Background: an optimization exercise with open tools, aiming at small area. Do not read the settings as production practice.
In this exercise RTL edits were held to simulation tests only and were not proved equivalent to the original.
Power figures rest on the tool's default switching activity, not on a simulated workload.

==> design.v <==
module alu (
    input  [31:0] a,
    input  [31:0] b,           
    input  [31:0] rt,          
    input  [4:0]  sh,          
    input         sub,
    input         sel_add, sel_slt, sel_sltu,
    input         sel_and, sel_or, sel_xor, sel_nor,
    input         sel_sll, sel_srl, sel_sra,
    input         sel_st,      
    output [31:0] sum,         
    output [31:0] result,
    output        eq,          
    output        lt           
);
    wire [31:0] bx = b ^ {32{sub}};
    assign sum = a + bx + {31'b0, sub};
    wire [31:0] x = a ^ b;
    assign eq = ~|x;
    assign lt = (a[31] ^ b[31]) ? a[31] : sum[31];
    wire ltu  = (a[31] ^ b[31]) ? b[31] : sum[31];
    wire [3:0] f = {sel_and | sel_or, sel_or | sel_xor, sel_or | sel_xor, sel_nor};
    wire [31:0] lg;
    genvar j;
    generate
        for (j = 0; j < 32; j = j + 1) begin : g_lg
            assign lg[j] = f[{a[j], b[j]}];
        end
    endgenerate
    wire        var_sh = (sh == 5'd0);
    wire [4:0]  amt    = var_sh ? a[4:0] : sh;
    wire        big    = var_sh & (|a[31:5]);
    wire        fill   = sel_sra & rt[31];
    wire [31:0] rt_rev;
    genvar i;
    generate
        for (i = 0; i < 32; i = i + 1) begin : g_rev
            assign rt_rev[i] = rt[31 - i];
        end
    endgenerate
    wire [31:0] s0 = sel_sll ? rt_rev : rt;
    wire [31:0] s1 = amt[0] ? {fill, s0[31:1]} : s0;
    wire [31:0] s2 = amt[1] ? {{2{fill}}, s1[31:2]} : s1;
    wire [31:0] s3 = amt[2] ? {{4{fill}}, s2[31:4]} : s2;
    wire [31:0] s4 = amt[3] ? {{8{fill}}, s3[31:8]} : s3;
    wire [31:0] s5 = amt[4] ? {{16{fill}}, s4[31:16]} : s4;
    wire [31:0] sr = s5;
    wire [31:0] sl;
    generate
        for (i = 0; i < 32; i = i + 1) begin : g_rev2
            assign sl[i] = sr[31 - i];
        end
    endgenerate
    wire sr_en  = (sel_srl | sel_sra) & ~big;
    wire sl_en  = sel_sll & ~big;
    wire fill_v = sel_sra & big & rt[31];
    assign result = ({32{sel_add}} & sum)
                  | lg
                  | ({32{sel_st}}  & rt)
                  | ({32{sl_en}} & sl)
                  | ({32{sr_en}} & sr)
                  | {32{fill_v}}
                  | {31'b0, (sel_slt & lt) | (sel_sltu & ltu)};
endmodule
module decode (
    input  [31:0] instr,
    output        regwrite,    
    output        regdest,     
    output        memwrite,    
    output        memread,     
    output        use_imm,     
    output        imm_zext,    
    output        sub,         
    output        sel_add,     
    output        sel_slt,     
    output        sel_sltu,    
    output        sel_and,
    output        sel_or,
    output        sel_xor,
    output        sel_nor,
    output        sel_sll,
    output        sel_srl,
    output        sel_sra,
    output        branch,
    output        jump
);
    wire [5:0] op = instr[31:26];
    wire [5:0] fn = instr[5:0];
    wire rtype = (op == 6'b000000);
    wire addi  = (op == 6'b001000);
    wire andi  = (op == 6'b001100);
    wire ori   = (op == 6'b001101);
    wire xori  = (op == 6'b001110);
    wire slti  = (op == 6'b001010);
    wire sltiu = (op == 6'b001011);
    wire lw    = (op == 6'b100011);
    wire sw    = (op == 6'b101011);
    wire r_sub  = rtype & (fn == 6'b100010);
    wire r_slt  = rtype & (fn == 6'b101010);
    wire r_sltu = rtype & (fn == 6'b101011);
    wire r_and  = rtype & (fn == 6'b100100);
    wire r_or   = rtype & (fn == 6'b100101);
    wire r_nor  = rtype & (fn == 6'b100111);
    wire r_xor  = rtype & (fn == 6'b100110);
    wire r_sll  = rtype & (fn == 6'b000000);
    wire r_srl  = rtype & (fn == 6'b000010);
    wire r_sra  = rtype & (fn == 6'b000011);
    wire r_add  = rtype & ~(r_sub | r_slt | r_sltu | r_and | r_or | r_nor | r_xor |
                            r_sll | r_srl | r_sra);
    assign branch   = (op[5:2] == 4'b0001);
    assign jump     = (op == 6'b000010);
    assign regwrite = rtype | addi | andi | ori | xori | slti | sltiu | lw;
    assign regdest  = rtype;
    assign memwrite = sw;
    assign memread  = lw;
    assign use_imm  = ~rtype & ~branch;
    assign imm_zext = andi | ori | xori | sltiu;
    assign sub      = r_sub | r_slt | r_sltu | slti | sltiu | branch;
    assign sel_add  = r_add | r_sub | addi;
    assign sel_slt  = r_slt | slti;
    assign sel_sltu = r_sltu | sltiu;
    assign sel_and  = r_and | andi;
    assign sel_or   = r_or | ori;
    assign sel_xor  = r_xor | xori;
    assign sel_nor  = r_nor;
    assign sel_sll  = r_sll;
    assign sel_srl  = r_srl;
    assign sel_sra  = r_sra;
endmodule
module exe (clk, rst, o_p, instr, imem_addr, imem_data, dmem_addr, dmem_wdata,
            dmem_we, dmem_re, dmem_rdata);
    input         clk;
    input         rst;
    output reg [31:0] o_p;
    output [31:0] instr;
    output [31:0] imem_addr;
    input  [31:0] imem_data;
    output [31:0] dmem_addr;
    output [31:0] dmem_wdata;
    output        dmem_we;
    output        dmem_re;
    input  [31:0] dmem_rdata;
    reg [31:0] instr_q;
    reg [29:0] pc;                  
    reg [31:0] rf [1:31];           
    wire [31:0] wdata;
    wire [4:0]  wreg;
    wire        rf_we;
    assign instr     = instr_q;
    assign imem_addr = {pc, 2'b00};
    wire regwrite, regdest, memwrite, memread, use_imm, imm_zext, sub;
    wire sel_add, sel_slt, sel_sltu, sel_and, sel_or, sel_xor, sel_nor;
    wire sel_sll, sel_srl, sel_sra, branch, jump;
    decode u_dec (
        .instr(instr_q), .regwrite(regwrite), .regdest(regdest),
        .memwrite(memwrite), .memread(memread), .use_imm(use_imm),
        .imm_zext(imm_zext), .sub(sub), .sel_add(sel_add), .sel_slt(sel_slt),
        .sel_sltu(sel_sltu), .sel_and(sel_and), .sel_or(sel_or),
        .sel_xor(sel_xor), .sel_nor(sel_nor), .sel_sll(sel_sll),
        .sel_srl(sel_srl), .sel_sra(sel_sra), .branch(branch), .jump(jump));
    wire [4:0]  rs  = instr_q[25:21];
    wire [4:0]  rt  = instr_q[20:16];
    wire [4:0]  rd  = instr_q[15:11];
    wire [15:0] imm = instr_q[15:0];
    wire [4:0] rs_f = imem_data[25:21];
    wire [4:0] rt_f = imem_data[20:16];
    reg [7:0] rs_lo, rt_lo;
    reg [3:0] rs_hi, rt_hi;
    integer k, h;
    always @(posedge clk) begin
        for (k = 0; k < 8; k = k + 1) begin
            rs_lo[k] <= (rs_f[2:0] == k);
            rt_lo[k] <= (rt_f[2:0] == k);
        end
        for (h = 0; h < 4; h = h + 1) begin
            rs_hi[h] <= ~rst & (rs_f[4:3] == h);
            rt_hi[h] <= ~rst & (rt_f[4:3] == h);
        end
    end
    wire [31:0] rf0 = 32'd0;
    reg [31:0] a, rtv;              
    reg [31:0] ga, gb;
    always @(*) begin
        a   = 32'd0;
        rtv = 32'd0;
        for (h = 0; h < 4; h = h + 1) begin
            ga = 32'd0;
            gb = 32'd0;
            for (k = 0; k < 8; k = k + 1)
                if (h * 8 + k != 0) begin
                    ga = ga | ({32{rs_lo[k]}} & rf[h * 8 + k]);
                    gb = gb | ({32{rt_lo[k]}} & rf[h * 8 + k]);
                end
            a   = a   | ({32{rs_hi[h]}} & ga);
            rtv = rtv | ({32{rt_hi[h]}} & gb);
        end
    end
    assign rf_we = ~rst & regwrite;
    wire [31:0] immx = {imm_zext ? 16'd0 : {16{imm[15]}}, imm};
    wire [31:0] b   = use_imm ? immx : rtv;
    wire [31:0] sum, result;
    wire        eq, lt;
    alu u_alu (
        .a(a), .b(b), .rt(rtv), .sh(instr_q[10:6]), .sub(sub),
        .sel_add(sel_add), .sel_slt(sel_slt), .sel_sltu(sel_sltu),
        .sel_and(sel_and), .sel_or(sel_or), .sel_xor(sel_xor), .sel_nor(sel_nor),
        .sel_sll(sel_sll), .sel_srl(sel_srl), .sel_sra(sel_sra),
        .sel_st(1'b0),
        .sum(sum), .result(result), .eq(eq), .lt(lt));
    wire cond  = instr_q[27] ? (lt | eq) : eq;
    wire taken = branch & (cond ^ instr_q[26]);
    wire [29:0] pc_seq  = pc + 30'd1;
    wire [29:0] pc_br   = pc + {{14{imm[15]}}, imm};
    wire        seq     = ~jump & ~taken;
    wire [29:0] pc_next = ({30{jump}}  & {pc[29:26], instr_q[25:0]})
                        | ({30{taken}} & pc_br)
                        | ({30{seq}}   & pc_seq);
    always @(posedge clk) begin
        if (rst) begin
            instr_q <= 32'd0;
            pc      <= 30'd0;
        end else begin
            instr_q <= imem_data;
            pc      <= pc_next;
        end
    end
    assign dmem_addr  = sum;
    assign dmem_wdata = rtv;
    assign dmem_we    = memwrite & ~rst;
    assign dmem_re    = memread & ~rst;
    assign wdata = memread ? dmem_rdata : result;
    assign wreg  = regdest ? rd : rt;
    always @(posedge clk) begin
        if (rst)
            o_p <= 32'd0;
        else if (regwrite)
            o_p <= wdata;
        else if (memwrite)
            o_p <= rtv;
    end
    always @(posedge clk) begin
        if (rf_we && wreg != 5'd0)
            rf[wreg] <= wdata;
    end
endmodule
==> run.sh <==
#!/bin/bash
# synth_recipe.tcl (not shown) runs the flow's synth.tcl, then flattens the netlist and writes it again
# the make line also repeats each setting of config.mk as NAME=value (left out here)
make -C /OpenROAD-flow-scripts/flow DESIGN_CONFIG=/design/flow/config.mk WORK_HOME=/design/flow/orfs CLKGATE_MAP_FILE= SYNTH_SCRIPT=/design/flow/synth_recipe.tcl finish
==> config.mk <==
export PLATFORM = sky130hd
export DESIGN_NAME = exe
export DESIGN_NICKNAME = exe
export VERILOG_FILES = /design/flow/design.v
export SDC_FILE = /design/flow/constraint.sdc
export NUM_CORES = 8
export LEC_CHECK = 0
export CAP_MARGIN = 20
export CORE_MARGIN = 2
export CORE_UTILIZATION = 50
export CTS_BUF_LIST = sky130_fd_sc_hd__clkbuf_8
export CTS_CLUSTER_DIAMETER = 60
export CTS_CLUSTER_SIZE = 15
export PLACE_DENSITY = 0.8
export SETUP_SLACK_MARGIN = 0.3
export SLEW_MARGIN = 20
==> constraint.sdc <==
create_clock -name core_clock -period 8.5 [get_ports {clk}]
set_input_delay 1.7000 -clock core_clock [delete_from_list [all_inputs] [get_ports {clk}]]
set_output_delay 1.7000 -clock core_clock [all_outputs]
set_load 0.01 [all_outputs]
==> results.txt, run 1 <==
- The setup TNS after final layout is 0 ns.
- The fraction of the mapped netlist area in adder cells is 1.441%.
- The maximum vdd ir drop is 0.1513 mV.
- Global routing used 38.46% of the available tracks across all layers.
- In the final routed layout, each cell accounts on average for 37.74 um.
- The area enclosed by the die boundary is 112400 um2.
- The most prevalent standard cell on the critical path is sky130_fd_sc_hd__a21o_1.
- The number of violations reported at the end of detailed-routing iteration 0 is 10810.
- The starting utilization of the core area is 50.42%.
- The number of buffers inserted for hold repair after clock tree synthesis is 0.
- The number of nets still failing antenna checks after routing is 0.
- The area of the core region is 108900 um2.
- For this run, the leading register cell type out of synthesis is sky130_fd_sc_hd__edfxtp_1.
- The internal power is 8443 uW.
- The critical path's largest stage delay is 0.89 ns.
- The number of enable-type register cells in the synthesized netlist is 992.
- The number of violations of the max-capacitance limit is 0.
- The count of state elements after synthesis is 1110.
- Once layout is complete, the utilization of the core stands at 56.38%.
- The total grt overflow is 0.
- The proportion of synthesized area in mux cells is 3.317%.
- CTS built an H-tree with a depth of 3.
- The first global-routing pass estimated 312.4 mm of wire.
- The maximum number of buffers from clock root to sink is 3.
- The initial antenna violation count is 10.
- The count of endpoints failing hold in the final timing report is 0.
- TritonCTS built the clock tree.
- Hold is met by 0.5421 ns.
- The headroom to the max-slew limit is 15.56%.
- The average footprint of a synthesized cell is 12.50 um2.
- Walking the worst path, the cells encountered are buf_4 > a22oi_1 > a41oi_1 > or4_1 > ha_1 > nand2_1 > o21ai_0 > a21o_1 > a21o_1 > a31oi_1 > o221ai_2 > or3_1 > nand3_1 > nor2b_1 > clkdlybuf4s50_1.
- Sequential cells account for 52.6% of the total power.
- The part of the power in the clock network is 26.5%.
- The floorplan step set the die height to 335.3 um.
- The cell count after synthesis came out at 4392.
- In this run the static leakage power is 0.01911 uW.
- The horizontal die dimension is 335.3 um.
- The maximum number of pins on one net before global-route repair is 57.
- Net switching is 30.93% of the power.
- The instance area after placement is 58930 um2.
- The XOR/XNOR share of the synthesized area is 2.091%.
- The number of buffers inserted during clock tree synthesis is 98.
- Power spread over the standard cell area amounts to 199.2 nW/um2.
- Setup repair after global routing could not meet its margin everywhere.
- The via count of the first global-routing pass came to 44010.
- The total detailed-routing wirelength is 226.5 mm.
- The quantity of I/O buffers inserted on ports is 225.
- The area fraction in compound gates after synthesis is 24.41%.
- Combinational cells account for 20.9% of the total power.
- The first TritonRoute pass finished after 13 iterations.
- On the final layout, the worst clock skew is 0.06434 ns.
- Setup violations remaining at the end of the flow were counted as 0.
- The netlist area before placement is 54880 um2.
- The number of warnings printed during yosys synthesis is 1.
- The startpoint-to-endpoint class of the critical path is reg -> out.
- For this run, asynchronously set or reset flops after synthesis account for 0%.
- The worst path needs 8.164 ns of the cycle, external delays included.
- The slew at the pin closest to its max-slew limit is 1.255 ns.
- For this run, the register share of the synthesized area comes to 58.59%.
- The min-delay analysis places its worst path in the category reg -> reg.
- The count of clock tree sinks is 1110.
- STA puts the critical path data required time at 6.80 ns.
- Static timing analysis puts the maximum clock frequency at 0.1225 GHz.
- The main combinational cell family by area after synthesis is compound AO/OA/AOI/OAI gates.
- The clock latency at the later pin of the worst-skew pair is 0.86 ns.
- The library cell used most frequently in the layout, excluding fill and tap cells, is sky130_fd_sc_hd__edfxtp_1.
- The final period utilization is 96.05%.
- The flow ran to the end and the layout has no timing, DRC or antenna violations.
- The clock-pin slew reported for the worst setup and hold paths after clock tree synthesis is 0.10 ns.
- Dividing the detail-routed via count by the number of cells gives 7.848.
- The tree is rooted in a sky130_fd_sc_hd__clkbuf_8.
- Summed over its instances, the top area cell type makes up 54.28% of the synthesized netlist area.
- The highest-delay cell along the critical path is sky130_fd_sc_hd__dfxtp_4.
- For this design the top-level I/O count stands at 228.
- The post-route cell area is 61370 um2.
- sky130_fd_sc_hd__edfxtp_1 takes more of the synthesized area than any other cell.
- Routability-driven placement finished with a final weighted congestion of 1.102.
- In the post-synthesis netlist, the biggest area contributors are sky130_fd_sc_hd__edfxtp_1, sky130_fd_sc_hd__a22oi_1, sky130_fd_sc_hd__dfxtp_1, sky130_fd_sc_hd__a41oi_1, sky130_fd_sc_hd__mux2i_1.
- The nature of the critical path endpoint is an output port.
- The synthesized netlist devotes 6.265% of its cell area to simple gates.
- STA classifies the critical path startpoint as a register.
- The routed layout has 47100 vias.
- The proportion of layout cells with a drive suffix above 1 is 11.66%.
- Row generation in the floorplan step produced 121 rows.
- The final HPWL from detailed placement is 136.1 mm.
- The top cell types in the final layout, fill and taps aside, are sky130_fd_sc_hd__edfxtp_1, sky130_fd_sc_hd__a22oi_1, sky130_fd_sc_hd__clkdlybuf4s50_1, sky130_fd_sc_hd__nor2_1, sky130_fd_sc_hd__a41oi_1.
- The number of remaining DRC errors is 0.
- The max-slew violation total from the final report came to 0.
- Summed over all nets, the switching power comes to 3782 uW.
- Of all nets on the critical path, the largest fanout is 36.
- In this run, distinct cell masters in the synthesized netlist total 91.
- From synthesis to final layout, the design area changed by 11.83%.
- The net count of the finished layout is 4651.
- Data arrives at the worst endpoint at 6.46 ns.
[path summary, 6_finish.rpt]
path                                  start             to  slack, ns  depth (start not counted)
worst min-delay path            instr_q[23]         pc[23]       0.54                          2
worst min register to register  instr_q[23]         pc[23]       0.54                          2
worst max register to register     rs_lo[0]          pc[8]       1.74                         18
worst max-delay path               rs_lo[0]  dmem_addr[31]       0.34                         15
[power groups by stage]
stage | sequential [uW] | combinational [uW] | clock (uW)
floorplan | 6490 | 1310 | 0
CTS | 6420 | 2400 | 3230
global route | 6430 | 2620 | 3410
finish | 6430 | 2550 | 3240
detailed placement | 6560 | 2360 | 0
global placement | 6560 | 2330 | 0
[layer usage]
layer  up-vias  track usage [%]  wire [um]
met2      5297            56.17      93390
met3      1446            15.48      40190
met4         8            26.60      20650
met5         -           0.2171        102
met1     21980            46.47      72160
li1      18370                -          -
[flip-flops by register name, indices dropped and copies added (netlist names)]
name / flops
rf: 992
pc: 30
rt_lo: 8
rs_lo: 8
instr_q: 32
rs_hi: 4
o_p: 32
rt_hi: 4
[cell usage after synthesis, types with 19 or more instances]
cell                       count
sky130_fd_sc_hd__o22ai_1      19
sky130_fd_sc_hd__xnor2_1      94
sky130_fd_sc_hd__a22oi_1     924
sky130_fd_sc_hd__mux2_2       22
sky130_fd_sc_hd__buf_2        90
sky130_fd_sc_hd__nor3_1       31
sky130_fd_sc_hd__o21a_1       36
sky130_fd_sc_hd__mux2i_1      98
sky130_fd_sc_hd__xor2_1       37
sky130_fd_sc_hd__a41oi_1     194
sky130_fd_sc_hd__ha_1         60
sky130_fd_sc_hd__dfxtp_1     118
sky130_fd_sc_hd__and3_1       25
sky130_fd_sc_hd__nand2_1     151
sky130_fd_sc_hd__inv_1        34
sky130_fd_sc_hd__nand3_1      35
sky130_fd_sc_hd__or4_1        66
sky130_fd_sc_hd__o21ai_0      79
sky130_fd_sc_hd__buf_4        23
sky130_fd_sc_hd__clkbuf_1    214
sky130_fd_sc_hd__a21o_1       44
sky130_fd_sc_hd__o221ai_1     20
sky130_fd_sc_hd__nor2_1      233
sky130_fd_sc_hd__nor2b_1      46
sky130_fd_sc_hd__a222oi_1     64
sky130_fd_sc_hd__a31oi_1      86
sky130_fd_sc_hd__buf_6        34
sky130_fd_sc_hd__buf_1        50
sky130_fd_sc_hd__a211oi_1     30
sky130_fd_sc_hd__a21oi_1     143
sky130_fd_sc_hd__edfxtp_1    992
[logic make-up after synthesis]
logic type / Yosys count
XOR/XNOR: 131
multiplexers: 152
flip-flops: 1110
adder cells (fa/ha/maj): 62
buffers and inverters: 447
AND/OR/NAND/NOR: 693
AO/OA/AOI/OAI: 1796
other: 1
[worst max-delay path: cells and delay by family (launching register included)]
| family | cells | cell delay (ns) |
|---|---|---|
| AOI/OAI and AO/OA | 7 | 1.59 |
| DFF | 1 | 0.89 |
| buffers and inverters | 2 | 1.07 |
| and+or+nand+nor | 5 | 1.61 |
| adders and majority gates | 1 | 0.40 |
[repair_timing]
item,4_1_cts,5_1_grt
hold endpoints to repair,0,0
endpoints found under the setup margin,4,9
setup buffers,8,7
gates resized for setup,7,31
pin swaps,0,1
[final cells by class]
cell class	instances	area [um2]
Clock buffer	100	1376
Clock inverter	56	566.8
Fill cell	8498	47480
Inverter	36	137.6
Sequential cell	1110	32210
Antenna cell	9	22.52
Timing Repair Buffer	441	4192
Tap cell	1414	1769
Multi-Input combinational cell	2836	21100
[stage by stage]
step | setup slack, ns | instances | power [uW]
6_report | 0.3357 | 6002 | 12220
5_1_grt | 0.1916 | 5994 | 12460
4_1_cts | 0.3036 | 5985 | 12050
3_5_place_dp | 0.8653 | 5821 | 8921
3_3_place_gp | 0.9088 | 5821 | 8890
2_1_floorplan | 2.013 | 4393 | 7806
==> run 2, diff against run 1 <==
==> flow/run.sh (new file) <==
#!/bin/bash
# Layout: the standard flow (synthesis unchanged) with two changes:
#  - ports are buffered with the smallest buffer (buf_1) instead of a delay cell,
#  - the clock tree uses clkbuf_8 with clusters of up to 30 sinks within 50 um
#    and no dummy loads.
# ORFS writes each tool's full log under orfs/logs/; make's output is in flow.log.
set -euo pipefail
bash standard.sh \
  "BUFFER_PORTS_ARGS=-buffer_cell sky130_fd_sc_hd__buf_1" \
  "CTS_ARGS=-sink_clustering_enable -repair_clock_nets -buf_list sky130_fd_sc_hd__clkbuf_8 -sink_clustering_size 30 -sink_clustering_max_diameter 50 -dont_use_dummy_load" \
  finish > flow.log 2>&1
==> standard.sh (new file) <==
#!/bin/bash
# synth_recipe.tcl (not shown) runs the flow's synth.tcl, then flattens the netlist and writes it again
# the make line also repeats each setting of config.mk as NAME=value (left out here)
make -C /OpenROAD-flow-scripts/flow DESIGN_CONFIG=/design/flow/config.mk WORK_HOME=/design/flow/orfs CLKGATE_MAP_FILE= SYNTH_SCRIPT=/design/flow/synth_recipe.tcl "${@:-finish}"
--- a/config.mk
+++ b/config.mk
@@ -8,9 +8,5 @@
 export CAP_MARGIN = 20
 export CORE_MARGIN = 2
 export CORE_UTILIZATION = 50
-export CTS_BUF_LIST = sky130_fd_sc_hd__clkbuf_8
-export CTS_CLUSTER_DIAMETER = 60
-export CTS_CLUSTER_SIZE = 15
-export PLACE_DENSITY = 0.8
 export SETUP_SLACK_MARGIN = 0.3
 export SLEW_MARGIN = 20
removed: run.sh
==> results.txt, run 2 <==
- The core utilization of the finished layout is 54.68%.
- The startpoint type of the worst setup path is a register.
- The final non-filler cell total is 5964.
- In the layout the commonest cells are sky130_fd_sc_hd__edfxtp_1, sky130_fd_sc_hd__a22oi_1, sky130_fd_sc_hd__buf_1, sky130_fd_sc_hd__buf_4, sky130_fd_sc_hd__nor2_1.
- After synthesis, the share of cell area in mux cells is 3.317%.
- The register bank with the most flops is rf.
- The floorplan has 121 rows.
- Setup violations remaining at the end of the flow were counted as 0.
- Among all flip-flop cells after synthesis, the most frequent one is sky130_fd_sc_hd__edfxtp_1.
- The largest registers in the layout are rf: 992 flops, instr_q: 32 flops, o_p: 32 flops.
- The run finished with no timing, DRC or antenna violations.
- The buffer cell driving the clock tree root is sky130_fd_sc_hd__clkbuf_8.
- The XOR/XNOR share of the synthesized area is 2.091%.
- The net count reported at finish is 4669.
- The via count of the first global-routing pass was 43200.
- The first global-routing pass estimated 326.7 mm of wire.
- The number of flip-flops under the largest register name is 992.
- For this design, the CTS-stage hold fixing added 0 buffers.
- Of all nets on the critical path, the largest fanout is 57.
- The first-pass iteration count of the detailed router is 10.
- The deepest level of the CTS H-tree is 3.
- In this run, synthesis inferred 992 flip-flops with an integrated enable.
- The post-route netlist has 11.06% of its cells at a drive strength greater than 1.
- The count of state elements after synthesis is 1110.
- The die is 335.3 um wide.
- The power density over cell area is 196.8 nW/um2.
- In this run, placement finished with an instance count of 5833.
- The worst register-to-register path ends at pc[5].
- Once the floorplan was initialized, standard cells occupied 50.42% of the core.
- The quantity of I/O buffers inserted on ports is 225.
- The routed length on met3 is 36.51 mm.
- The area taken by multi-input logic gates is 21030 um2.
- The overall global routing resource usage is 41.00%.
- The startpoint identified for the worst hold timing path is o_p[15].
- Routability-driven placement finished with a final weighted congestion of 1.069.
- The overall die height is 335.3 um.
- The required time reported for the critical path endpoint is 6.80 ns.
- For this run, design rule violations remaining after detail routing come to 0.
- The startpoint of the most critical register-to-register path is rs_lo[4].
- The number of violations reported at the end of detailed-routing iteration 0 is 8646.
- The area enclosed by the die boundary is 112400 um2.
- The highest metal layer carrying signal wires in the routed design is met5.
- The post-route minimum period is 8.096 ns.
- The share of the Yosys chip area taken by registers is 58.59%.
- After Yosys synthesis, full adders, half adders and majority gates account for 1.441% of the synthesized area.
- After clock tree synthesis, the clock-pin slew on the worst setup and hold paths is 0.10 ns.
- The worst reg-to-reg path cell count is 16.
- The clock latency at the later pin of the worst-skew pair is 0.87 ns.
- The total grt overflow is 0.
- Counting instances, the worst hold path has a depth of 2.
- The wire length per cell after detailed routing is 40.02 um.
- The slew at the pin closest to its max-slew limit is 1.203 ns.
- The maximum number of buffers from clock root to sink is 3.
- In the finished design, the share of the clock period the worst path needs comes to 95.25%.
- The nature of the critical path endpoint is an output port.
- The number of buffers inserted during clock tree synthesis is 109.
- Counting every instance in the synthesized netlist gives 4392.
- The type of the worst min-delay path is reg -> reg.
- The final HPWL from detailed placement is 143.6 mm.
- The sum of met2 wire segment lengths after detailed routing is 101.9 mm.
- The area fraction in compound gates after synthesis is 24.41%.
- The path with the worst hold slack has its endpoint at o_p[15].
- The setup TNS after final layout is 0 ns.
- Ranked by total cell area, the synthesized netlist is headed by sky130_fd_sc_hd__edfxtp_1, sky130_fd_sc_hd__a22oi_1, sky130_fd_sc_hd__dfxtp_1, sky130_fd_sc_hd__a41oi_1, sky130_fd_sc_hd__mux2i_1.
- The leading area contributor after synthesis is sky130_fd_sc_hd__edfxtp_1.
- The count of clock tree sinks is 1110.
- The number of fillers in the final layout is 9121.
- In this run the remaining antenna-violating nets after routing total 0.
- At the worst endpoint, the arrival time is 6.40 ns.
- The count of endpoints failing hold in the final timing report is 0.
- In the post-synthesis netlist, the cell with the most instances is sky130_fd_sc_hd__edfxtp_1.
- The number of top-level design ports is 228.
- Setup repair after global routing could not meet its margin everywhere.
- The headroom to the max-slew limit is 19.78%.
- For this run, the top clock speed supported by timing is 0.1235 GHz.
- Clock skew on the completed layout was measured at 0.1310 ns.
- By area, the combinational part of the netlist is dominated by compound AO/OA/AOI/OAI gates.
- After floorplanning, the core was sized to cover 108900 um2.
- For flop-to-flop paths, the worst setup slack is 1.29 ns.
- The startpoint-to-endpoint class of the critical path is reg -> out.
- The total detailed-routing wirelength is 238.7 mm.
- After detailed routing, the wire length on met1 is 82.37 mm.
- The number of warnings printed during yosys synthesis is 1.
- The maximum vdd ir drop is 0.1117 mV.
- The maximum number of pins on one net before global-route repair is 58.
- The top cell type's share of synthesized area is 54.28%.
- Averaged over all synthesized cells, the footprint is 12.50 um2.
- The analysis attributes to cell leakage a power of 0.01834 uW.
- The proportion of register bits with asynchronous set or reset after synthesis is 0%.
- The layout-stage area growth over the synthesis result is 8.465%.
- Summing every instance area after synthesis gives 54880 um2.
- In the final layout, flip-flops and latches occupy 32210 um2.
- The TritonCTS clock tree is done.
- The max-slew violation total from the final report is 0.
- The number of violations of the max-capacitance limit is 0.
- Summing the areas of all and, or, nand and nor instances in the mapped netlist gives 6.265% of the synthesized area.
- The per-cell via count in the routed design is 7.749.
- The most common library cell in the layout ignoring fill and taps is sky130_fd_sc_hd__edfxtp_1.
- The count of vias placed by the detailed router is 46210.
- The count of different cell masters after synthesis is 91.
- The initial antenna violation count came to 22.
- By count the netlist is led by sky130_fd_sc_hd__edfxtp_1, sky130_fd_sc_hd__a22oi_1, sky130_fd_sc_hd__nor2_1.
==> run 2: final cells by class <==
| cell class | instances | share of cell area (%) |
|---|---|---|
| Antenna cell | 11 | 0.04624 |
| Sequential cell | 1110 | 54.11 |
| Timing Repair Buffer | 448 | 4.784 |
| Multi-Input combinational cell | 2836 | 35.34 |
| Inverter | 36 | 0.2270 |
| Clock buffer | 109 | 2.520 |
| Tap cell | 1414 | 2.972 |
==> run 2: timing repair <==
item                                   CTS  global route
endpoints found under the hold margin    0             0
gates resized for setup                  5            13
pin swaps                                0             1
buffers inserted                         2             6
setup endpoints to repair                3             6
==> run 2: cells by family (layout without fill, tap and decap cells) <==
logic type,count (synthesis),in the layout
flip-flops,1110,1110
AND/OR/NAND/NOR,693,693
AO/OA/AOI/OAI,1796,1796
other,1,13
multiplexers,152,152
buffers and inverters,447,593
adder cells (fa/ha/maj),62,62
XOR/XNOR,131,131
==> run 2: routing by layer <==
metal	vias up	global-route usage (%)
met2	4446	60.54
met3	1028	13.34
met1	22380	52.01
met4	6	26.05
li1	18350	-
met5	-	0
==> run 2: critical path: stages, from the launching register on <==
cell and delay (ns):
sky130_fd_sc_hd__dfxtp_4 1.10, sky130_fd_sc_hd__buf_12 0.39, sky130_fd_sc_hd__a22oi_1 0.12, sky130_fd_sc_hd__a41oi_1 0.32, sky130_fd_sc_hd__or4_1 0.54, sky130_fd_sc_hd__inv_1 0.14, sky130_fd_sc_hd__fa_1 0.45, sky130_fd_sc_hd__nor2b_1 0.15
sky130_fd_sc_hd__o21a_1 0.14, sky130_fd_sc_hd__o21ai_0 0.13, sky130_fd_sc_hd__a21oi_1 0.27, sky130_fd_sc_hd__a41oi_1 0.20, sky130_fd_sc_hd__o31ai_2 0.33, sky130_fd_sc_hd__a21o_1 0.20, sky130_fd_sc_hd__a41o_1 0.32, sky130_fd_sc_hd__a211oi_1 0.13
sky130_fd_sc_hd__xnor2_1 0.17, sky130_fd_sc_hd__buf_4 0.20, sky130_fd_sc_hd__buf_1 0.16
==> run 2: stage by stage <==
stage	cell area (um2)	worst slack, ns	total power [uW]	hold WS, ns
after floorplan	54880	2.013	7806	0.5027
after global placement	57700	0.9933	8807	0.5237
after detailed placement	57710	0.9755	8816	0.5263
after CTS	59270	0.3690	11600	0.5682
after global routing	59500	0.2945	12010	0.5938
final	59520	0.4035	11710	0.5711
==> run 2: how the worst max path moves through the flow <==
stage,startpoint,end,slack (ns),depth (start not counted)
6_report,rs_lo[6],dmem_addr[30],0.40,18
2_1_floorplan,instr_q[31],dmem_addr[31],2.01,19
3_5_place_dp,rt_lo[7],dmem_addr[31],0.98,14
5_1_grt,rt_lo[2],dmem_addr[27],0.29,16
4_1_cts,rt_lo[1],dmem_addr[31],0.37,16
3_3_place_gp,rt_lo[7],dmem_addr[31],0.99,14
==> run 2: report_power, final <==
| group | switching (uW) | total, uW | internal, uW |
|---|---|---|---|
| clock network | 1750 | 2880 | 1130 |
| logic | 1720 | 2400 | 684 |
| registers | 125 | 6430 | 6310 |
| total | 3590 | 11700 | 8120 |
==> run 3, diff against run 2 <==
==> flow/run.sh (replaced) <==
#!/bin/bash
# Layout: the standard flow (synthesis unchanged) with these changes:
#  - ports are buffered with the smallest buffer (buf_1) instead of a delay cell,
#  - global placement packs cells to a density of 0.8 (shorter wires),
#  - the clock tree uses clkbuf_8 with clusters of up to 15 sinks within 60 um
#    and no dummy loads.
# ORFS writes each tool's full log under orfs/logs/; make's output is in flow.log.
set -euo pipefail
bash standard.sh \
  "BUFFER_PORTS_ARGS=-buffer_cell sky130_fd_sc_hd__buf_1" \
  PLACE_DENSITY=0.8 \
  "CTS_ARGS=-sink_clustering_enable -repair_clock_nets -buf_list sky130_fd_sc_hd__clkbuf_8 -sink_clustering_size 15 -sink_clustering_max_diameter 60 -dont_use_dummy_load" \
  finish > flow.log 2>&1
==> results.txt, run 3 <==
- The clock-pin slew reported for the worst setup and hold paths after clock tree synthesis is 0.09 ns.
- The finished cells cover 58630 um2.
- Fill cells in the final layout number 8822.
- The leakage component of the power is 0.01786 uW.
- The clock passes through at most 3 buffers.
- Derived from the worst setup path, the maximum achievable clock frequency is 0.1227 GHz.
- The number of remaining DRC errors is 0.
- Max-cap violations in this run came to 0.
- The net count of the finished layout is 4591.
- The layout-stage area growth over the synthesis result is 6.828%.
- The detail route stage leaves a number of antenna-violating nets equal to 0.
- The final period utilization is 95.89%.
- Once the floorplan was initialized, standard cells occupied 50.42% of the core.
- In the post-route analysis, the smallest setup slack over all paths is 0.3497 ns.
- After technology mapping, the gate count stands at 4392.
- In this run, post-CTS hold repair placed 0 buffers.
- A synthesized cell averages 12.50 um2.
- The worst hold slack across all endpoints is 0.5766 ns.
- By instance count, the leading cell after synthesis is sky130_fd_sc_hd__edfxtp_1.
- The post-route clock skew is 0.09355 ns.
- For this run, the number of Yosys warnings is 1.
- Setup violations remaining at the end of the flow were counted as 0.
- The global-route wire length before repair is 304.1 mm.
- The maximum vdd ir drop is 0.1411 mV.
- The most common library cell in the layout ignoring fill and taps is sky130_fd_sc_hd__edfxtp_1.
- The leading area contributor after synthesis is sky130_fd_sc_hd__edfxtp_1.
- The initial antenna violation count is 4.
- The instance area after placement is 57260 um2.
- Routability-driven placement finished with a final weighted congestion of 1.040.
- After synthesis, flip-flops and latches occupy 58.59% of the total area.
- The library cells used most frequently in the layout, excluding fill and tap cells, are sky130_fd_sc_hd__edfxtp_1, sky130_fd_sc_hd__a22oi_1, sky130_fd_sc_hd__buf_1, sky130_fd_sc_hd__nor2_1, sky130_fd_sc_hd__a41oi_1.
- The run finished with no timing, DRC or antenna violations.
- The synthesized netlist occupies a cell area of 54880 um2.
- The overall global routing resource usage is 37.17%.
- Cells with a size suffix above 1 make up 9.393% of the layout.
- The number of buffers inserted during clock tree synthesis is 89.
- The largest registers in the layout are rf: 992 flops, instr_q: 32 flops, o_p: 32 flops.
- The clock latency at the later pin of the worst-skew pair is 0.80 ns.
- Data on the critical path is required at its endpoint by 6.80 ns.
- The count of different cell masters after synthesis is 91.
- Yosys mapped a number of flops with a built-in enable equal to 992.
- Detailed placement ended at an HPWL of 132.1 mm.
- STA classifies the critical path endpoint as an output port.
- The area of the core region is 108900 um2.
- The most used flip-flop cell after synthesis is sky130_fd_sc_hd__edfxtp_1.
- After detailed routing, the total wire length is 218.5 mm.
- The via count of the first global-routing pass is 43430.
- The worst pin sits at a relative slew slack of 19.49%.
- Setup repair after global routing left no endpoint under its margin.
- The wire length per cell after detailed routing is 37.17 um.
- The overall die height is 335.3 um.
- The row count is 121.
- Ranked by total cell area, the synthesized netlist is headed by sky130_fd_sc_hd__edfxtp_1, sky130_fd_sc_hd__a22oi_1, sky130_fd_sc_hd__dfxtp_1, sky130_fd_sc_hd__a41oi_1, sky130_fd_sc_hd__mux2i_1.
- The total power is 11370 uW.
- The floorplan step defined a die boundary enclosing 112400 um2.
- The hold-critical path depth is 2.
- The slew at the pin closest to its max-slew limit is 1.208 ns.
- Measured in cells, the most critical reg-to-reg path has a length of 14.
- The data arrival at the endpoint of the critical path is 6.45 ns.
- The tree is rooted in a sky130_fd_sc_hd__clkbuf_8.
- The detailed router finished its first iteration with 10470 violations.
- The count of clock tree sinks is 1110.
- The horizontal die dimension is 335.3 um.
- In the synthesized netlist, the cells that appear most often are sky130_fd_sc_hd__edfxtp_1, sky130_fd_sc_hd__a22oi_1, sky130_fd_sc_hd__nor2_1.
- The total grt overflow is 0.
- The first-pass iteration count of the detailed router is 17.
- After detailed routing, the number of vias per cell comes to 7.898.
- The register bank with the most flops is rf.
- After synthesis the netlist holds a flip-flop and latch count of 1110.
- TritonCTS built the clock tree.
- The setup TNS after final layout is 0 ns.
- Of all nets on the critical path, the largest fanout is 14.
- The count of endpoints failing hold in the final timing report came to 0.
- The worst hold path belongs to the class reg -> reg.
- The number of top-level design ports is 228.
- The startpoint-to-endpoint class of the critical path is reg -> out.
- The power density over cell area is 193.9 nW/um2.
- The max-slew violation total from the final report came to 0.
- The quantity of I/O buffers inserted on ports is 225.
- The deepest level of the CTS H-tree is 3.
- The count of vias placed by the detailed router is 46420.
- The top cell type's share of synthesized area is 54.28%.
- The maximum number of pins on one net before global-route repair is 76.
- The number of flip-flops under the largest register name is 992.
- The proportion of register bits with asynchronous set or reset after synthesis is 0%.
- Timing analysis after detailed placement gives a worst setup slack of 1.145 ns.
- The post-route minimum period is 8.150 ns.
- The worst setup path is launched from a register.
[run 3: cell counts after synthesis]
No cell type changed its count.
[run 3: cell type report]
cell class	count	area, um2	area share (%)
Antenna cell	3	7.507	0.01281
Tap cell	1414	1769	3.018
Sequential cell	1110	32210	54.94
Clock buffer	89	1225	2.089
Timing Repair Buffer	390	2272	3.876
Inverter	36	135.1	0.2305
Multi-Input combinational cell	2836	21010	35.83
[run 3: worst paths after layout]
kind	startpoint	end	slack [ns]
worst max-delay path	rt_hi[2]	dmem_addr[31]	0.35
worst min-delay path	o_p[18]	o_p[18]	0.58
worst max register to register	rs_lo[6]	rf[4][15]	1.47
worst min register to register	o_p[18]	o_p[18]	0.58
[run 3: where the power goes]
| group | switching [uW] | internal [uW] | total [uW] |
|---|---|---|---|
| Clock | 1660 | 934 | 2600 |
| Combinational | 1690 | 647 | 2330 |
| Sequential | 129 | 6310 | 6440 |
[run 3: what timing repair did]
action / CTS / global route
endpoints found under the setup margin: 0 / 5
hold endpoints to repair: 0 / 0
buffers inserted: 0 / 3
resized for setup: 0 / 10
[run 3: per-stage QoR]
| stage | util, % | cells |
|---|---|---|
| 6_report | 53.86 | 5878 |
| 4_1_cts | 53.73 | 5872 |
| 3_5_place_dp | 52.61 | 5783 |
| 2_1_floorplan | - | 4393 |
| 5_1_grt | 53.86 | 5877 |
| 3_3_place_gp | 52.60 | 5783 |
[run 3: cells by family after synthesis]
family | after synthesis | synth area share, %
adder cells (fa/ha/maj) | 62 | 1.441
AO/OA/AOI/OAI | 1796 | 24.41
flip-flops | 1110 | 58.59
multiplexers | 152 | 3.317
AND/OR/NAND/NOR | 693 | 6.265
other | 1 | 0.006833
buffers and inverters | 447 | 3.885
XOR/XNOR | 131 | 2.091
[run 3: critical path, stage by stage, from the launching register on]
cell and delay, ns:
sky130_fd_sc_hd__dfxtp_1 0.32, sky130_fd_sc_hd__inv_2 0.50, sky130_fd_sc_hd__buf_4 0.38, sky130_fd_sc_hd__a41oi_1 0.11, sky130_fd_sc_hd__or4_1 0.78, sky130_fd_sc_hd__mux2i_1 0.78, sky130_fd_sc_hd__xnor2_1 0.16, sky130_fd_sc_hd__ha_1 0.40
sky130_fd_sc_hd__nand2_1 0.11, sky130_fd_sc_hd__nor3_1 0.16, sky130_fd_sc_hd__nand2_1 0.14, sky130_fd_sc_hd__or4_1 0.52, sky130_fd_sc_hd__a211oi_2 0.41, sky130_fd_sc_hd__o21ai_0 0.21, sky130_fd_sc_hd__nand3_1 0.14, sky130_fd_sc_hd__nor2b_1 0.35
sky130_fd_sc_hd__buf_1 0.21
[run 3: routing by layer]
layer | vias up | GRT usage (%) | share of wire (%)
li1 | 18180 | - | -
met1 | 21790 | 46.14 | 32
met2 | 5160 | 54.14 | 42
met3 | 1293 | 13.44 | 18
met4 | 2 | 25.58 | 8.7
met5 | - | 0 | 0.0055

==> afterwards: timing with drivers on the ports <==
Ports are ideal in the flow. The routed layouts listed here were re-timed in OpenROAD. Step 1, drivers: a clkbuf_16 drives clk and a buf_2 each remaining input, both assumed. Step 2, shift: input delay + t, output delay - t, t = (earliest + latest rising clock arrival at the registers) / 2. This alone moves slack from input paths to output paths. Slacks: ideal / step 1 / step 2; pairs: ideal / step 1.
| run | shift t [ns] | setup WS [ns] | worst setup path after step 2 |
|---|---|---|---|
| run 1 | 0.891 | 0.336 / 0.268 / 1.159 | register to output |
| run 2 | 0.875 | 0.404 / 0.335 / 1.211 | register to output |
| run 3 | 0.816 | 0.350 / 0.286 / 1.102 | register to output |
After both steps every run listed still meets setup and hold.
